Source: an optimization exercise on an open RTL-to-GDS flow (aim: a short achievable clock period and few clock cycles). Production flows keep margins and buffers that such runs may drop. In this exercise RTL edits were held to simulation tests only and were not proved equivalent to the original. No activity file was given, so power comes from the tool's default toggle rates.

==> design.v <==
`timescale 1ns / 1ps
module MUX_2x1_32(
    input [31:0] I0,
    input [31:0] I1,
    input S,
    output [31:0] Y
    );
    assign Y= (S==1'b0) ? I0 : I1;
endmodule
`timescale 1ns / 1ps
module REG_DRE_32(
    input [31:0] D,
    output [31:0] Q,
    input CLK,
    input RES,
    input ENABLE
    );
    reg [31:0] Q_tmp;
    assign Q=Q_tmp;
    always @(posedge CLK, posedge RES)
    begin
      if(RES==1'b1)
        Q_tmp<=32'd0;        
      else if(ENABLE==1'b1)
        Q_tmp<=D;
      else
        Q_tmp<=Q_tmp;
    end
endmodule
module alu(
	input [7:0] S,
	input signed [31:0] A,
	input signed [31:0] B,
	output reg CMP,
	output reg [31:0] Q
	);
	always @(S, A, B)
	begin
		CMP = 0;
		Q = 32'd0;
		casez(S)
			7'b00000001: Q = A + B;
			7'b01000001: Q = A - B;
			7'b00011101: Q = A & B;
			7'b00011001: Q = A | B;
			7'b00010001: Q = A ^ B;
			7'b00000101: Q = A << B[5:0];
			7'b01010101: Q = A >>> B[5:0];
			7'b00010101: Q = A >> B[5:0];
			7'b00001001: Q = A < B;
			7'b00001101: Q = $unsigned(A) < $unsigned(B);
			7'b0?000010: CMP = A == B;
			7'b0?000110: CMP = A != B;
			7'b00000011: Q = A + B;
			7'b00000111: Q = B;
			7'b0?010010: CMP = A < B;
			7'b0?010110: CMP = A >= B;
			7'b0?011010: CMP = $unsigned(A) < $unsigned(B);
			7'b0?011110: CMP = $unsigned(A) >= $unsigned(B);
			7'b00000000: Q = B;
			7'b00100001: Q = A * B;
			default: begin
			     Q = 32'h0;
			     CMP = 0;
			end
		endcase
	end
endmodule
module csr(
    input CLK, RES, RDINSTRET_EN,
    input [11:0] CSR_ADR,
    output reg [31:0] CSR_READ,
    input [31:0] CORE_ID
    );
    reg [63:0] RDCYCLE, RDTIME, RDINSTRET;
    reg [15:0] MSCOUNT;
    always @(posedge CLK) begin
        if (RES) begin
            RDCYCLE = 64'b0;
            RDTIME = 64'b0;
            RDINSTRET = 64'b0;
            MSCOUNT = 1'b0;
        end
        if (RDINSTRET_EN) RDINSTRET = RDINSTRET + 1;
        RDCYCLE = RDCYCLE + 1'b1;
        MSCOUNT = MSCOUNT + 1'b1;
        if (MSCOUNT == 25000) begin
            RDTIME = RDTIME + 1;
            MSCOUNT = 1'b0;
        end
        case(CSR_ADR)
            'hC00: CSR_READ <= RDCYCLE[31:0];
            'hC80: CSR_READ <= RDCYCLE[63:32];
            'hC01: CSR_READ <= RDTIME[31:0];
            'hC81: CSR_READ <= RDTIME[63:32];
            'hC02: CSR_READ <= RDINSTRET[31:0];
            'hC82: CSR_READ <= RDINSTRET[63:32];
            'hF14: CSR_READ <= CORE_ID;
            default: CSR_READ <= 32'b0;
        endcase
    end
endmodule
module ctrl(
    input [6:0] INSTR,
    input CLK, RES,
    input INSTR_VALID, DATA_VALID,
    input ALU_CMP,
    input IRQ,
    output reg DATA_REQ, DATA_WRITE_ENABLE, PC_ENABLE,
    output reg REG_WRITE, INSTR_REQ, BRANCH, MRET
    );
    parameter IDLE = 4'b0001;
    parameter FETCH = 4'b0010;
    parameter EX = 4'b0100;
    parameter WB = 4'b1000;
    reg [4-1 : 0] state;
    always @(posedge CLK, posedge RES) begin
        if(RES == 1'b1) state <= IDLE;
        else begin
            case(state)
                IDLE:state <= FETCH;
                FETCH:state <= (INSTR_VALID == 1'b1)?EX:FETCH;
                EX:state <= (DATA_VALID == 1 || (INSTR != 7'h03 && INSTR != 7'h23))?WB:EX;
                WB:state <= FETCH;
                default:;
            endcase
        end
    end
    always @(*) begin
        REG_WRITE = 1'b0;
        INSTR_REQ = 1'b0;
        BRANCH = 1'b0;
        DATA_WRITE_ENABLE = 1'b0;
        DATA_REQ = 1'b0;
        PC_ENABLE = 1'b0;
        MRET = 1'b0;
        case(state)
            IDLE: begin
                REG_WRITE = 1'b0;
                INSTR_REQ = 1'b1;
                BRANCH = 1'b0;
                DATA_WRITE_ENABLE = 1'b0;
                DATA_REQ = 1'b0;
                PC_ENABLE = 1'b0;
                MRET = 1'b0;
            end
            FETCH: begin
                REG_WRITE = 1'b0;
                INSTR_REQ = 1'b1;
                BRANCH = 1'b0;
                DATA_WRITE_ENABLE = 1'b0;
                DATA_REQ = 1'b0;
                PC_ENABLE = 1'b0;
                MRET = 1'b0;
            end
            EX: begin
                REG_WRITE = 1'b0;
                INSTR_REQ = 1'b0;
                BRANCH = 1'b0;
                DATA_WRITE_ENABLE = 1'b0;
                DATA_REQ = 1'b0;
                PC_ENABLE = 1'b0;
                MRET = 1'b0;
                case(INSTR)
                    7'h03: DATA_REQ = 1'b1;
                    7'h23: begin
                        DATA_WRITE_ENABLE = 1'b1;
                        REG_WRITE = 1'b0;
                        DATA_REQ = 1'b1;
                    end
                    default:;
                endcase
            end
            WB: begin
                REG_WRITE = 1'b1;
                BRANCH = 1'b0;
                DATA_WRITE_ENABLE = 1'b0;
                DATA_REQ = 1'b0;
                INSTR_REQ = 1'b0;
                PC_ENABLE = 1'b1;
                MRET = 1'b0;
                case(INSTR)
                    7'h03: DATA_REQ = 1'b1;
                    7'h73: MRET = 1'b1;
                    7'h63: begin
                         if (ALU_CMP === 1'b1) BRANCH = 1'b1;
                         REG_WRITE = 1'b0;
                     end
                    7'h23: REG_WRITE = 1'b0;
                    7'h6f: BRANCH = 1'b1;
                    7'h67: BRANCH = 1'b1;
                    default:;
                endcase
            end
        endcase
    end
endmodule
module imm_gen(
    input [31:0] INSTR,
    output reg [31:0] IMM
    );
    always @(INSTR) begin
        case(INSTR[6:0])
            7'h13: IMM = {{20{INSTR[31]}}, INSTR[31:20]};
            7'h67: IMM = {{20{INSTR[31]}}, INSTR[31:20]};
            7'h17: IMM = {INSTR[31:12], 12'b0};
            7'h37: IMM = {INSTR[31:12], 12'b0};
	        7'h23: IMM = {INSTR[31:25], INSTR[11:7]};
            7'h03: IMM = {12'b0, INSTR[31:20]};
            7'h63: IMM = {{19{INSTR[31]}}, INSTR[31], INSTR[7], INSTR[30:25], INSTR[11:8], 1'b0};
            7'h6f: IMM = {{11{INSTR[31]}}, INSTR[31], INSTR[19:12], INSTR[20], INSTR[30:21], 1'b0};
            7'h7B: IMM =  {20'b0, INSTR[31:20]};
            default: IMM = 0;
        endcase
    end
endmodule
module memoryacces(
    input CLK, RES,
    input [31:0] ADDR, 
    input [31:0] DATA_WRITE,
    input DATA_REQ,
    input [2:0] S,
    input WRITE_ENABLE,
    input [31:0] DATA_READ_MEM,
    input DATA_VALID_MEM,
    output [31:0] DATA_READ,
    output DATA_VALID,
    output [31:0]DATA_WRITE_MEM,
    output reg [31:0] DATA_ADR_MEM,
    output DATA_WE_MEM,
    output DATA_REQ_MEM,
    output reg [3:0] DATA_BE_MEM
    );
    parameter Z0 = 2'b01;
    parameter Z1 = 2'b10;
    reg [1:0] state, next_state;
    wire [31:0] read1, read2;
    assign DATA_VALID = DATA_VALID_MEM && state[1];
    assign DATA_WRITE_MEM = (DATA_WRITE << 8*(ADDR % 4)) | (DATA_WRITE >> (32 - 8*(ADDR % 4)));
    assign DATA_WE_MEM = WRITE_ENABLE;
    REG_DRE_32 read1_buffer(
        .D(DATA_READ_MEM),
        .Q(read1),
        .CLK(CLK),
        .RES(RES),
        .ENABLE(DATA_VALID_MEM && state == 2'b01)
    );
    REG_DRE_32 read2_buffer(
        .D(DATA_READ_MEM),
        .Q(read2),
        .CLK(CLK),
        .RES(RES),
        .ENABLE(DATA_VALID_MEM && state == 2'b10)
    );
    assign DATA_REQ_MEM = DATA_REQ;
    table5x4_sel data_load_table(
        .row(5'b00001 <<< S),
        .col(ADDR % 4),
        .in_0x0({{24{read1[7]}}, read1[7:0]}),
        .in_0x1({{24{read1[15]}}, read1[15:8]}),
        .in_0x2({{24{read1[23]}}, read1[23:16]}),
        .in_0x3({{24{read1[31]}}, read1[31:24]}),
        .in_1x0({{16{read1[15]}}, read1[15:0]}),
        .in_1x1({{16{read1[23]}}, read1[23:8]}),
        .in_1x2({{16{read1[31]}}, read1[31:16]}),
        .in_1x3({{16{read1[7]}}, read2[7:0], read1[31:24]}),
        .in_2x0({read1[31:0]}),
        .in_2x1({read2[7:0], read1[31:8]}),
        .in_2x2({read2[15:0], read1[31:16]}),
        .in_2x3({read2[23:0], read1[31:24]}),
        .in_3x0({{24{1'b0}}, read1[7:0]}),
        .in_3x1({{24{1'b0}}, read1[15:8]}),
        .in_3x2({{24{1'b0}}, read1[23:16]}),
        .in_3x3({{24{1'b0}}, read1[31:24]}),
        .in_4x0({{16{1'b0}}, read1[15:0]}),
        .in_4x1({{16{1'b0}}, read1[23:8]}),
        .in_4x2({{16{1'b0}}, read1[31:16]}),
        .in_4x3({{16{1'b0}}, read2[7:0], read1[31:24]}),
        .selected(DATA_READ)
    );
    always @(posedge CLK, posedge RES) begin
        if (RES == 1'b1) begin
            state <= Z0;
        end
        else state <= next_state;
    end
    always @(*) begin
        next_state = Z0;
        DATA_ADR_MEM = 32'b0;
        DATA_BE_MEM = 4'b0000;
        case(state)
            2'b01: begin
               case(S)
                   3'b000:DATA_BE_MEM = 4'b0001 << (ADDR % 4);  
                   3'b001:DATA_BE_MEM = 4'b0011 << (ADDR % 4);  
                   3'b010:DATA_BE_MEM = 4'b1111 << (ADDR % 4);  
                   3'b011:DATA_BE_MEM = 4'b0001 << (ADDR % 4);  
                   3'b100:DATA_BE_MEM = 4'b0011 << (ADDR % 4);  
               endcase
               DATA_ADR_MEM = ADDR - (ADDR % 4);  
               if (DATA_VALID_MEM) begin
                    next_state <= Z1;
               end else begin
                    next_state <= Z0;
               end
            end
            2'b10: begin
                case(S)
                   3'b000:DATA_BE_MEM = 4'b0000;  
                   3'b001:DATA_BE_MEM = 4'b0001 >> 3-(ADDR % 4);  
                   3'b010:DATA_BE_MEM = 4'b1111 >> 4-(ADDR % 4);  
                   3'b011:DATA_BE_MEM = 4'b0000;  
                   3'b100:DATA_BE_MEM = 4'b0001 >> 3-(ADDR % 4);  
               endcase
               DATA_ADR_MEM = ADDR + (4 - (ADDR % 4));  
                if (DATA_VALID_MEM) begin
                    next_state <= Z0;
                end else begin
                    next_state <= Z1;
                end
            end
        endcase
    end
endmodule
module pc(
	input [31:0] D,
	input MODE,
	input ENABLE,
	input RES,
	input CLK,
	output reg [31:0] PC_OUT
	);
	always @(posedge CLK) begin
	   if (RES) begin
			PC_OUT <= 32'h1A000000;
		end
		else begin
            if (ENABLE) begin
                if (MODE) begin
                    PC_OUT <= D;
                end
                else begin
                    PC_OUT <= PC_OUT + 4;
                end
            end
		end
	end
endmodule
module proc(
    input [31:0] instr_read, data_read, core_id,
    input instr_valid, data_valid,
    input CLK,
    input RES,
    output instr_req, data_req, data_write_enable,
    output [31:0] pc_out, data_write,
    output [31:0] data_adr,
    output [2:0] s
    );
    wire [31:0] instr;
    wire [31:0] alu1_q, alu2_q;
    wire [31:0] simd_data;
    wire [31:0] imm;
    wire [31:0] regset1_q0, regset1_q1, regset2_q0, regset2_q1;
    wire regset_we;
    wire [31:0] alu1_b1, alu1_b2, alu1_a, alu2_b1, alu2_b2, alu2_a;
    wire alu1_cmp, alu2_cmp;
    wire [5:0] alu_s;
    wire branch;
    wire pc_enable;
    wire [31:0] pc_d, regset1_d, regset1_d2, regset1_d3, regset2_d, regset2_d2, regset2_d3;
    wire [31:0] csr_read;
    assign data_adr = regset1_q0 + imm;
    assign data_write = regset1_q1;
    assign s = instr[14:12];
    REG_DRE_32 instr_buffer(
        .D(instr_read),
        .Q(instr),
        .CLK(CLK),
        .RES(RES),
        .ENABLE(instr_valid)
    );
    MUX_2x1_32 regset1_d_src_sel(
        .I0(alu1_q),
        .I1(pc_out + 4),
        .S(instr[6:0] == 7'h6f || instr[6:0] == 7'h67),
        .Y(regset1_d)
    );
    MUX_2x1_32 regset1_d2_src_sel(
        .I0(regset1_d),
        .I1(data_read),
        .S(instr[6:0] == 7'h03),
        .Y(regset1_d2)
    );
    MUX_2x1_32 regset1_d3_src_sel(
        .I0(regset1_d2),
        .I1(csr_read | regset1_q0),
        .S(instr[6:0] == 7'h73 && instr[14:12] == 3'b010),
        .Y(regset1_d3)
    );
    regset regset1(
        .D(regset1_d3),
        .A_D(instr[11:7]),
        .A_Q0((instr[6:0] == 7'h7B && imm[5:4]!=0) ? instr[11:7]: instr[19:15]),  
        .A_Q1(instr[24:20]),
        .write_enable(regset_we && ((instr[6:0] != 7'h7B)|(imm[0] && instr[6:0] === 7'h7B))),  
        .RES(RES),
        .CLK(CLK),
        .Q0(regset1_q0),
        .Q1(regset1_q1)
    );
    MUX_2x1_32 alu1_a1_src_sel(
        .I0(regset1_q0),  
        .I1(pc_out),     
        .S(instr[6:0] === 7'h17 || instr[6:0] === 7'h6f),
        .Y(alu1_a));
    MUX_2x1_32 alu1_b_src_sel(
        .I0(imm),
        .I1(regset1_q1),
        .S(instr[5] & ~instr[2]),
        .Y(alu1_b1)
    );
    MUX_2x1_32 alu1_b2_src_sel(
        .I0(alu1_b1),
        .I1(simd_data + {{26{imm[11]}},imm[11:6]}), 
        .S(instr[6:0] === 7'h7B && imm[0]),
        .Y(alu1_b2));
    alu alu1(
        .S(instr[7:0] == 7'h17 ?8'b00000001:instr[6:0] == 7'h37 ?8'b0:{((instr[6:0] == 7'h13 && instr[14:12] == 3'b101) || instr[6:0] == 7'h33)?instr[30]:0, {((instr[6:0] == 7'b0110011) && instr[25])?1'b1:1'b0}, instr[14:12], instr[6], instr[4]}),
        .A(alu1_a),
        .B(alu1_b2),
        .CMP(alu1_cmp),
        .Q(alu1_q)
    );
    MUX_2x1_32 regset2_d_src_sel(
        .I0(alu2_q),
        .I1(pc_out + 4),
        .S(instr[6:0] == 7'h6f || instr[6:0] == 7'h67),
        .Y(regset2_d)
    );
    MUX_2x1_32 regset2_d2_src_sel(
        .I0(regset2_d),
        .I1(data_read),
        .S(instr[6:0] == 7'h03),
        .Y(regset2_d2)
    );
    MUX_2x1_32 regset2_d3_src_sel(
        .I0(regset2_d2),
        .I1(csr_read | regset2_q0),
        .S(instr[6:0] == 7'h73 && instr[14:12] == 3'b010),
        .Y(regset2_d3)
    );
    regset regset2(
        .D(regset2_d3),
        .A_D(instr[11:7]),
        .A_Q0((instr[6:0] == 7'h7B && imm[5:4]!=1) ? instr[11:7]: instr[19:15]),  
        .A_Q1(instr[24:20]),
        .write_enable(regset_we && ((instr[6:0] != 7'h7B)|(imm[1] && instr[6:0] === 7'h7B))),  
        .RES(RES),
        .CLK(CLK),
        .Q0(regset2_q0),
        .Q1(regset2_q1)
    );
    MUX_2x1_32 alu2_a1_src_sel(
        .I0(regset2_q0),  
        .I1(pc_out),     
        .S(instr[6:0] === 7'h17 || instr[6:0] === 7'h6f),
        .Y(alu2_a));
    MUX_2x1_32 alu2_b1_src_sel(
        .I0(imm),
        .I1(regset2_q1),
        .S(instr[5] & ~instr[2]),
        .Y(alu2_b1)
    );
    MUX_2x1_32 alu2_b2_src_sel(
        .I0(alu2_b1),
        .I1(simd_data + {{26{imm[11]}},imm[11:6]}), 
        .S(instr[6:0] === 7'h7B && imm[1]),
        .Y(alu2_b2));
    alu alu2(
        .S(instr[7:0] == 7'h17 ?8'b00000001:instr[6:0] == 7'h37 ?8'b0:{((instr[6:0] == 7'h13 && instr[14:12] == 3'b101) || instr[6:0] == 7'h33)?instr[30]:0, {((instr[6:0] == 7'b0110011) && instr[25])?1'b1:1'b0}, instr[14:12], instr[6], instr[4]}),
        .A(alu2_a),
        .B(alu2_b2),
        .CMP(),
        .Q(alu2_q)
    );
    MUX_2x1_32 simd_src_sel(
        .I0(regset1_q0),
        .I1(regset2_q0),
        .S(imm[4]),
        .Y(simd_data)
    );
    imm_gen IMM_GEN(
        .INSTR(instr),
        .IMM(imm)
    );
    MUX_2x1_32 pc_d_src_sel(
        .I0(imm + pc_out),
        .I1(regset1_q0 + imm),
        .S(instr[6:0] === 7'h67),
        .Y(pc_d)
    );
    pc pc(
        .D(pc_d),
        .MODE(branch),
        .ENABLE(pc_enable),
        .RES(RES),
        .CLK(CLK),
        .PC_OUT(pc_out)
    );
    ctrl ctrl(
        .INSTR(instr[6:0]),
        .REG_WRITE(regset_we),
        .INSTR_REQ(instr_req),
        .BRANCH(branch),
        .CLK(CLK),
        .RES(RES),
        .INSTR_VALID(instr_valid),
        .DATA_VALID(data_valid),
        .ALU_CMP(alu1_cmp),
        .DATA_REQ(data_req),
        .DATA_WRITE_ENABLE(data_write_enable),
        .PC_ENABLE(pc_enable),
        .MRET()
    );
    csr csr(
        .CLK(CLK),
        .RES(RES),
        .RDINSTRET_EN(pc_enable),
        .CSR_ADR(instr[31:20]),
        .CSR_READ(csr_read),
        .CORE_ID(core_id)
    );
endmodule
module regset(
	input [31:0] D,
	input [4:0] A_D, A_Q0, A_Q1,
	input write_enable, RES, CLK,
	output [31:0] Q0, Q1
	);
    integer i;
	reg [31:0] dat [31:0];
	assign Q0 = dat[A_Q0];
	assign Q1 = dat[A_Q1];
	always @(posedge CLK) begin
	   if (RES) begin
			for (i = 0; i < 32; i=i+1) begin
				dat[i] <= 32'h0000;
			end
		end
		else begin
            if (write_enable) begin
              if (A_D != 0) begin
               dat[A_D] <= D;
              end
            end
        end
	end
endmodule
module table5x4_sel(
    input [1:0] col,
    input [4:0] row,
    input [31:0] in_0x0,
    input [31:0] in_0x1,
    input [31:0] in_0x2,
    input [31:0] in_0x3,
    input [31:0] in_1x0,
    input [31:0] in_1x1,
    input [31:0] in_1x2,
    input [31:0] in_1x3,
    input [31:0] in_2x0,
    input [31:0] in_2x1,
    input [31:0] in_2x2,
    input [31:0] in_2x3,
    input [31:0] in_3x0,
    input [31:0] in_3x1,
    input [31:0] in_3x2,
    input [31:0] in_3x3,
    input [31:0] in_4x0,
    input [31:0] in_4x1,
    input [31:0] in_4x2,
    input [31:0] in_4x3,
    output reg [31:0] selected
    );
always@(col, row, in_0x0,in_0x1,in_0x2,in_0x3, in_1x0,in_1x1,in_1x2,in_1x3, in_2x0,in_2x1,in_2x2,in_2x3,in_3x3,in_3x0,in_3x1,in_3x2,in_3x3,in_4x0,in_4x1,in_4x2,in_4x3)
begin
    selected=32'hDEADBEEF;
    case(col)
        2'b00 : selected=row[0] ? in_0x0 : row[1] ? in_1x0 : row[2] ? in_2x0 : row[3] ? in_3x0 :row[4] ? in_4x0 : 32'hDEADBEEF;
        2'b01 : selected=row[0] ? in_0x1 : row[1] ? in_1x1 : row[2] ? in_2x1 : row[3] ? in_3x1 :row[4] ? in_4x1 : 32'hDEADBEEF;
        2'b10 : selected=row[0] ? in_0x2 : row[1] ? in_1x2 : row[2] ? in_2x2 : row[3] ? in_3x2 :row[4] ? in_4x2 : 32'hDEADBEEF;
        2'b11 : selected=row[0] ? in_0x3 : row[1] ? in_1x3 : row[2] ? in_2x3 : row[3] ? in_3x3 :row[4] ? in_4x3 : 32'hDEADBEEF;
    endcase
end
endmodule
module ro2_core(
    input         CLK,
    input         RES,
    input  [31:0] core_id,
    output        instr_req,
    output [31:0] instr_adr,
    input         instr_valid,
    input  [31:0] instr_read,
    output        data_req,
    output        data_we,
    output [3:0]  data_be,
    output [31:0] data_adr,
    output [31:0] data_write,
    input         data_valid,
    input  [31:0] data_read
);
    wire [31:0] cpu_data_adr, cpu_data_write, cpu_data_read;
    wire cpu_data_req, cpu_data_we, cpu_data_valid;
    wire [2:0] s;
    proc proc(
        .core_id(core_id),
        .instr_read(instr_read),
        .data_read(cpu_data_read),
        .instr_valid(instr_valid),
        .data_valid(cpu_data_valid),
        .CLK(CLK),
        .RES(RES),
        .pc_out(instr_adr),
        .data_write(cpu_data_write),
        .data_adr(cpu_data_adr),
        .instr_req(instr_req),
        .data_req(cpu_data_req),
        .data_write_enable(cpu_data_we),
        .s(s)
    );
    memoryacces memoryacces(
        .CLK(CLK),
        .RES(RES),
        .ADDR(cpu_data_adr),
        .DATA_WRITE(cpu_data_write),
        .DATA_REQ(cpu_data_req),
        .S(s),
        .WRITE_ENABLE(cpu_data_we),
        .DATA_READ_MEM(data_read),
        .DATA_VALID_MEM(data_valid),
        .DATA_READ(cpu_data_read),
        .DATA_VALID(cpu_data_valid),
        .DATA_WRITE_MEM(data_write),
        .DATA_ADR_MEM(data_adr),
        .DATA_WE_MEM(data_we),
        .DATA_REQ_MEM(data_req),
        .DATA_BE_MEM(data_be)
    );
endmodule
==> run.sh <==
#!/bin/bash
# synth_recipe.tcl (not shown) runs the flow's synth.tcl, then flattens the netlist and writes it again
# the make line also repeats each setting of config.mk as NAME=value (left out here)
make -C /OpenROAD-flow-scripts/flow DESIGN_CONFIG=/design/flow/config.mk WORK_HOME=/design/flow/orfs CLKGATE_MAP_FILE= SYNTH_SCRIPT=/design/flow/synth_recipe.tcl finish
==> config.mk <==
export PLATFORM = sky130hd
export DESIGN_NAME = ro2_core
export DESIGN_NICKNAME = ro2_core
export VERILOG_FILES = /design/flow/design.v
export SDC_FILE = /design/flow/constraint.sdc
export NUM_CORES = 4
export LEC_CHECK = 0
export CAP_MARGIN = 20
export CELL_PAD_IN_SITES_DETAIL_PLACEMENT = 1
export CORE_MARGIN = 2
export CORE_UTILIZATION = 22
export PLACE_DENSITY = 0.35
export SLEW_MARGIN = 20
==> constraint.sdc <==
create_clock -name core_clock -period 20.0 [get_ports {CLK}]
set_input_delay 4.0000 -clock core_clock [delete_from_list [all_inputs] [get_ports {CLK}]]
set_output_delay 4.0000 -clock core_clock [all_outputs]
set_load 0.01 [all_outputs]
==> run_summary.xml <==
<?xml version="1.0" encoding="UTF-8"?>
<metrics>
  <group name="outcome">
    <metric name="run_status" unit="">timing/DRC/antenna clean</metric>
  </group>
  <group name="synthesis">
    <metric name="synthAdderAreaFrac" unit="%">13.1</metric>
    <metric name="synth-seq-area-share" unit="%">37.2</metric>
    <metric name="muxShareOfSynthArea" unit="%">11.5</metric>
    <metric name="synth-xor-area-share" unit="%">2.12</metric>
    <metric name="postSynth.asyncResetShare" unit="%">3.89</metric>
    <metric name="synth_area" unit="µm²">187000</metric>
    <metric name="syn_avg_cell_area" unit="µm²">9.65</metric>
    <metric name="ys.flop_type" unit="">sky130_fd_sc_hd__edfxtp_1</metric>
    <metric name="synth_compound_area_share" unit="%">12.3</metric>
    <metric name="yosys.cell_types.count" unit="">127</metric>
    <metric name="synth_edf_count" unit="">2048</metric>
    <metric name="post_synth_and_or_nand_nor_area_fraction" unit="%">17.5</metric>
    <metric name="ys.warnings.count" unit="">12</metric>
    <metric name="synth.ff_latch_count" unit="">2414</metric>
    <metric name="synthCells" unit="">19300</metric>
    <metric name="dominant_combinational_cell_family_by_area_after_synthesis" unit="">simple AND/OR/NAND/NOR gates</metric>
  </group>
  <group name="critical_path">
    <metric name="crit_path_start" unit="">proc.instr_buffer.Q_tmp[6]</metric>
    <metric name="startpoint_type" unit="">register</metric>
    <metric name="cp.required" unit="ns">20.87</metric>
    <metric name="cpMostUsedCell" unit="">sky130_fd_sc_hd__xnor2_1</metric>
    <metric name="worst-setup-path-type" unit="">reg2reg</metric>
    <metric name="worst_setup_path_endpoint" unit="">proc.regset1.dat[10][31]</metric>
    <metric name="slowest_stage" unit="">sky130_fd_sc_hd__o31ai_1</metric>
    <metric name="setup.reg_to_reg.worst_slack" unit="ns">1.47</metric>
    <metric name="r2r-start" unit="">proc.instr_buffer.Q_tmp[6]</metric>
    <metric name="critical_path_peak_fanout" unit="">31</metric>
    <metric name="worst_setup_path_end_kind" unit="">register</metric>
    <metric name="worst_path_arrival" unit="ns">19.40</metric>
    <metric name="reg2regPathDepth" unit="">56</metric>
    <metric name="rr_endpoint" unit="">proc.regset1.dat[10][31]</metric>
    <metric name="cp_slowest_stage_delay" unit="ns">0.96</metric>
  </group>
  <group name="global_route">
    <metric name="grt_pass1_vias" unit="">168000</metric>
    <metric name="global_route_usage_over_all_layers" unit="%">25.9</metric>
    <metric name="grt_pass1_wl" unit="µm">1540000</metric>
    <metric name="antenna_found_initial" unit="">148</metric>
    <metric name="largest_net_degree_at_the_start_of_global_routing" unit="">103</metric>
    <metric name="grt_overflow" unit="">0</metric>
  </group>
  <group name="clocking">
    <metric name="tritoncts" unit="">yes</metric>
    <metric name="cts.sink_count" unit="">2414</metric>
    <metric name="clock_latency" unit="ns">1.11</metric>
    <metric name="cts_setup_buffers" unit="">0</metric>
    <metric name="cts_repair_resize_count" unit="">0</metric>
    <metric name="cts_made_buffers" unit="">317</metric>
    <metric name="htreeDepth" unit="">5</metric>
    <metric name="cts_root_buf" unit="">sky130_fd_sc_hd__clkbuf_16</metric>
    <metric name="cts.clk_slew.worst_paths" unit="ns">0.06</metric>
    <metric name="clock_tree.buffer_depth" unit="">4</metric>
    <metric name="hold_buffers_post_cts" unit="">0</metric>
  </group>
  <group name="worst_hold_path">
    <metric name="worst_hold_path_type" unit="">reg2reg</metric>
    <metric name="holdCritStartpoint" unit="">proc.csr.RDTIME[59]</metric>
  </group>
  <group name="power_and_ir_drop">
    <metric name="power-per-cell-area" unit="nW/µm²">166</metric>
    <metric name="peakVddDrop" unit="mV">0.710</metric>
    <metric name="static-leakage-power" unit="nW">79.4</metric>
  </group>
  <group name="run">
    <metric name="cap_viol_max_count" unit="">0</metric>
  </group>
  <group name="drt">
    <metric name="detail_route.first_pass.iterations" unit="">6</metric>
    <metric name="met1Wirelength" unit="µm">477000</metric>
    <metric name="remaining_drc_errors" unit="">0</metric>
    <metric name="topRoutingLayerUsed" unit="">met5</metric>
    <metric name="routed_length_on_met3" unit="µm">89400</metric>
    <metric name="route.antenna.remaining_nets" unit="">0</metric>
    <metric name="avgRoutedWirePerCell" unit="µm">37.4</metric>
    <metric name="routed-via-count" unit="">167000</metric>
    <metric name="routed_wl" unit="µm">1150000</metric>
    <metric name="routed_via_density" unit="">5.43</metric>
    <metric name="dr.first_iter.drc_count" unit="">19900</metric>
    <metric name="dr_wl_met2" unit="µm">508000</metric>
  </group>
  <group name="floorplan">
    <metric name="io-pin-count" unit="">203</metric>
    <metric name="fp.coreArea" unit="µm²">846000</metric>
    <metric name="initial_core_util" unit="%">22.1</metric>
    <metric name="die_height" unit="µm">925</metric>
    <metric name="placement_rows" unit="">338</metric>
    <metric name="x_dimension_of_the_die" unit="µm">925</metric>
    <metric name="design.die.area" unit="µm²">855000</metric>
  </group>
  <group name="sta">
    <metric name="final.setup.tns" unit="ns">0</metric>
    <metric name="finalCritPeriodShare" unit="%">92.6</metric>
    <metric name="timing.max_slew.rel_slack" unit="%">9.63</metric>
    <metric name="max_slew.worst_pin.slew" unit="ns">1.36</metric>
    <metric name="hold_viol_final" unit="">0</metric>
    <metric name="setup_violations" unit="">0</metric>
    <metric name="fmaxAchievable" unit="GHz">0.0540</metric>
    <metric name="fin_worst_skew" unit="ns">0.156</metric>
    <metric name="post-route-min-period" unit="ns">18.53</metric>
    <metric name="rsz_0062_raised_after_global_routing" unit="">no</metric>
    <metric name="final-max-slew-violation-count" unit="">0</metric>
  </group>
  <group name="final_layout">
    <metric name="num-nets-final" unit="">20700</metric>
    <metric name="post_layout_nonfiller_instances" unit="">30800</metric>
    <metric name="post_route_cells_drive_above_1_share" unit="%">13.0</metric>
    <metric name="syn_to_final_growth" unit="%">15.2</metric>
  </group>
  <group name="placement">
    <metric name="finalWeightedCongestion" unit="">0.974</metric>
    <metric name="inst_count_dp" unit="">30100</metric>
    <metric name="dpl.hpwl" unit="µm">822000</metric>
    <metric name="placement.io_buffers" unit="">201</metric>
  </group>
</metrics>
cell type report:
class                           instances  area (µm²)
Fill cell                           96500      631000
Tap cell                            11200       14000
Sequential cell                      2414       69300
Clock buffer                          432        8620
Antenna cell                          144         360
Multi-Input combinational cell      14200      108000
Inverter                             1288        4840
Timing Repair Buffer                 1002        8460
Clock inverter                        135        1440
layer usage:
layer	vias to the layer above	track usage (%)
met5	-	0
met4	26	14.6
met3	1953	5.19
met2	7892	40.1
met1	89200	33.8
li1	68200	-
worst min path at each step:
stage                                              end  depth (start not counted)
global route                      proc.csr.RDCYCLE[63]                          2
global placement                  proc.csr.RDCYCLE[63]                          2
finish                             proc.csr.RDTIME[59]                          2
detailed placement  memoryacces.read2_buffer.Q_tmp[18]                          1
CTS                               proc.csr.RDCYCLE[63]                          2
floorplan                         proc.csr.RDCYCLE[63]                          2
registers in the layout, summed over array words and instances (netlist names):
signal / count
proc.csr.RDINSTRET: 64
memoryacces.state: 2
proc.ctrl.state: 4
proc.instr_buffer.Q_tmp: 32
memoryacces.read2_buffer.Q_tmp: 24
proc.csr.MSCOUNT: 16
proc.csr.CSR_READ: 32
proc.pc.PC_OUT: 32
proc.regset1.dat: 1024
proc.regset2.dat: 1024
memoryacces.read1_buffer.Q_tmp: 32
proc.csr.RDCYCLE: 64
proc.csr.RDTIME: 64
synthesized netlist by cell type (219+ instances only):
library cell,n,area share [%]
sky130_fd_sc_hd__inv_1,1248,2.5
sky130_fd_sc_hd__o21ai_0,607,1.6
sky130_fd_sc_hd__clkbuf_1,926,1.9
sky130_fd_sc_hd__edfxtp_1,2048,33
sky130_fd_sc_hd__buf_2,323,0.87
sky130_fd_sc_hd__and3_1,219,0.73
sky130_fd_sc_hd__nand2_1,2621,5.3
sky130_fd_sc_hd__fa_1,824,8.8
sky130_fd_sc_hd__ha_1,632,4.2
sky130_fd_sc_hd__xnor2_1,274,1.3
sky130_fd_sc_hd__mux2i_1,506,2.7
sky130_fd_sc_hd__dfxtp_1,272,2.9
sky130_fd_sc_hd__a211oi_1,279,1.1
sky130_fd_sc_hd__mux4_2,653,7.9
sky130_fd_sc_hd__nor2b_1,530,1.8
sky130_fd_sc_hd__nand3_1,650,1.7
sky130_fd_sc_hd__nor2_1,2825,5.7
sky130_fd_sc_hd__a21oi_1,802,2.2
through the flow:
stage / util, % / setup WS, ns / power, mW / hold WS, ns / cell area, µm²
4_1_cts: 25.3 / 1.88 / 35.6 / 0.508 / 214000
2_1_floorplan: - / 6.22 / 19.7 / 0.464 / 187000
3_3_place_gp: 24.1 / 1.97 / 29.5 / 0.481 / 204000
3_5_place_dp: 24.2 / 1.96 / 29.6 / 0.494 / 204000
6_report: 25.4 / 1.47 / 35.6 / 0.506 / 215000
5_1_grt: 25.4 / 0.822 / 37.6 / 0.523 / 215000
kinds of logic after synthesis:
| family | after synthesis |
|---|---|
| adder cells (fa/ha/maj) | 1456 |
| other | 1 |
| flip-flops | 2414 |
| buffers and inverters | 2832 |
| AO/OA/AOI/OAI | 3367 |
| multiplexers | 1303 |
| AND/OR/NAND/NOR | 7527 |
| XOR/XNOR | 432 |
cell usage in the layout (no fill, tap or decap), types with 142 or more instances in the layout:
master / n
sky130_fd_sc_hd__nor2_1: 2794
sky130_fd_sc_hd__nand2_1: 2488
sky130_fd_sc_hd__edfxtp_1: 2048
sky130_fd_sc_hd__inv_1: 1244
sky130_fd_sc_hd__fa_1: 823
sky130_fd_sc_hd__a21oi_1: 779
sky130_fd_sc_hd__buf_4: 765
sky130_fd_sc_hd__mux4_2: 653
sky130_fd_sc_hd__nand3_1: 650
sky130_fd_sc_hd__ha_1: 629
sky130_fd_sc_hd__o21ai_0: 585
sky130_fd_sc_hd__nor2b_1: 529
sky130_fd_sc_hd__mux2i_1: 487
sky130_fd_sc_hd__clkbuf_16: 321
sky130_fd_sc_hd__xnor2_1: 272
sky130_fd_sc_hd__dfxtp_1: 271
sky130_fd_sc_hd__a211oi_1: 260
sky130_fd_sc_hd__and3_1: 219
sky130_fd_sc_hd__clkdlybuf4s50_1: 199
sky130_fd_sc_hd__nor3_1: 189
sky130_fd_sc_hd__a311oi_1: 164
sky130_fd_sc_hd__a221oi_1: 151
sky130_fd_sc_hd__diode_2: 144
sky130_fd_sc_hd__xor2_1: 144
sky130_fd_sc_hd__mux2_2: 142
worst max-delay path: cells and delay by family (launching register included):
family	cells	cell delay [ns]
AOI/OAI and AO/OA	15	6.03
adders and majority gates	9	3.76
xor gates and xnor gates	14	2.85
and+or+nand+nor	9	2.52
buffers and inverters	9	2.27
DFF	1	0.74
power breakdown:
| part | switching (mW) | internal [mW] | leakage (nW) |
|---|---|---|---|
| clock | 2.55 | 3.24 | 4.85 |
| combinational | 15.7 | 8.11 | 50.1 |
| sequential | 0.266 | 5.70 | 24.4 |
Testbench counts, summed over its fixed seeds: cycles 666,979.

[port drivers added, routing unchanged]
The flow's constraints put no driver on any port. The routed layout listed below was extracted and timed again, unchanged, in two steps.
Step 1, drivers: a clkbuf_16 drives CLK and a buf_2 each remaining input, both assumed.
Step 2 adds t to the input delays and takes it off the output delays; t is the mean of the earliest and latest rising clock arrival at the registers after step 1. Input paths then give back, and output paths get back, about the clock's delay inside the block.
a / b / c = ideal ports / drivers / drivers and shift; a / b = the first two.
shift t [ns]: 1.169
setup slack, ns: 1.473 / 1.473 / 1.473
slew at the worst register clock pin (ns): 0.07 / 0.07
After both steps this run still meets setup and hold. The setup slack of this run moves by 0.000 ns with the drivers and by 0.000 ns with both steps.
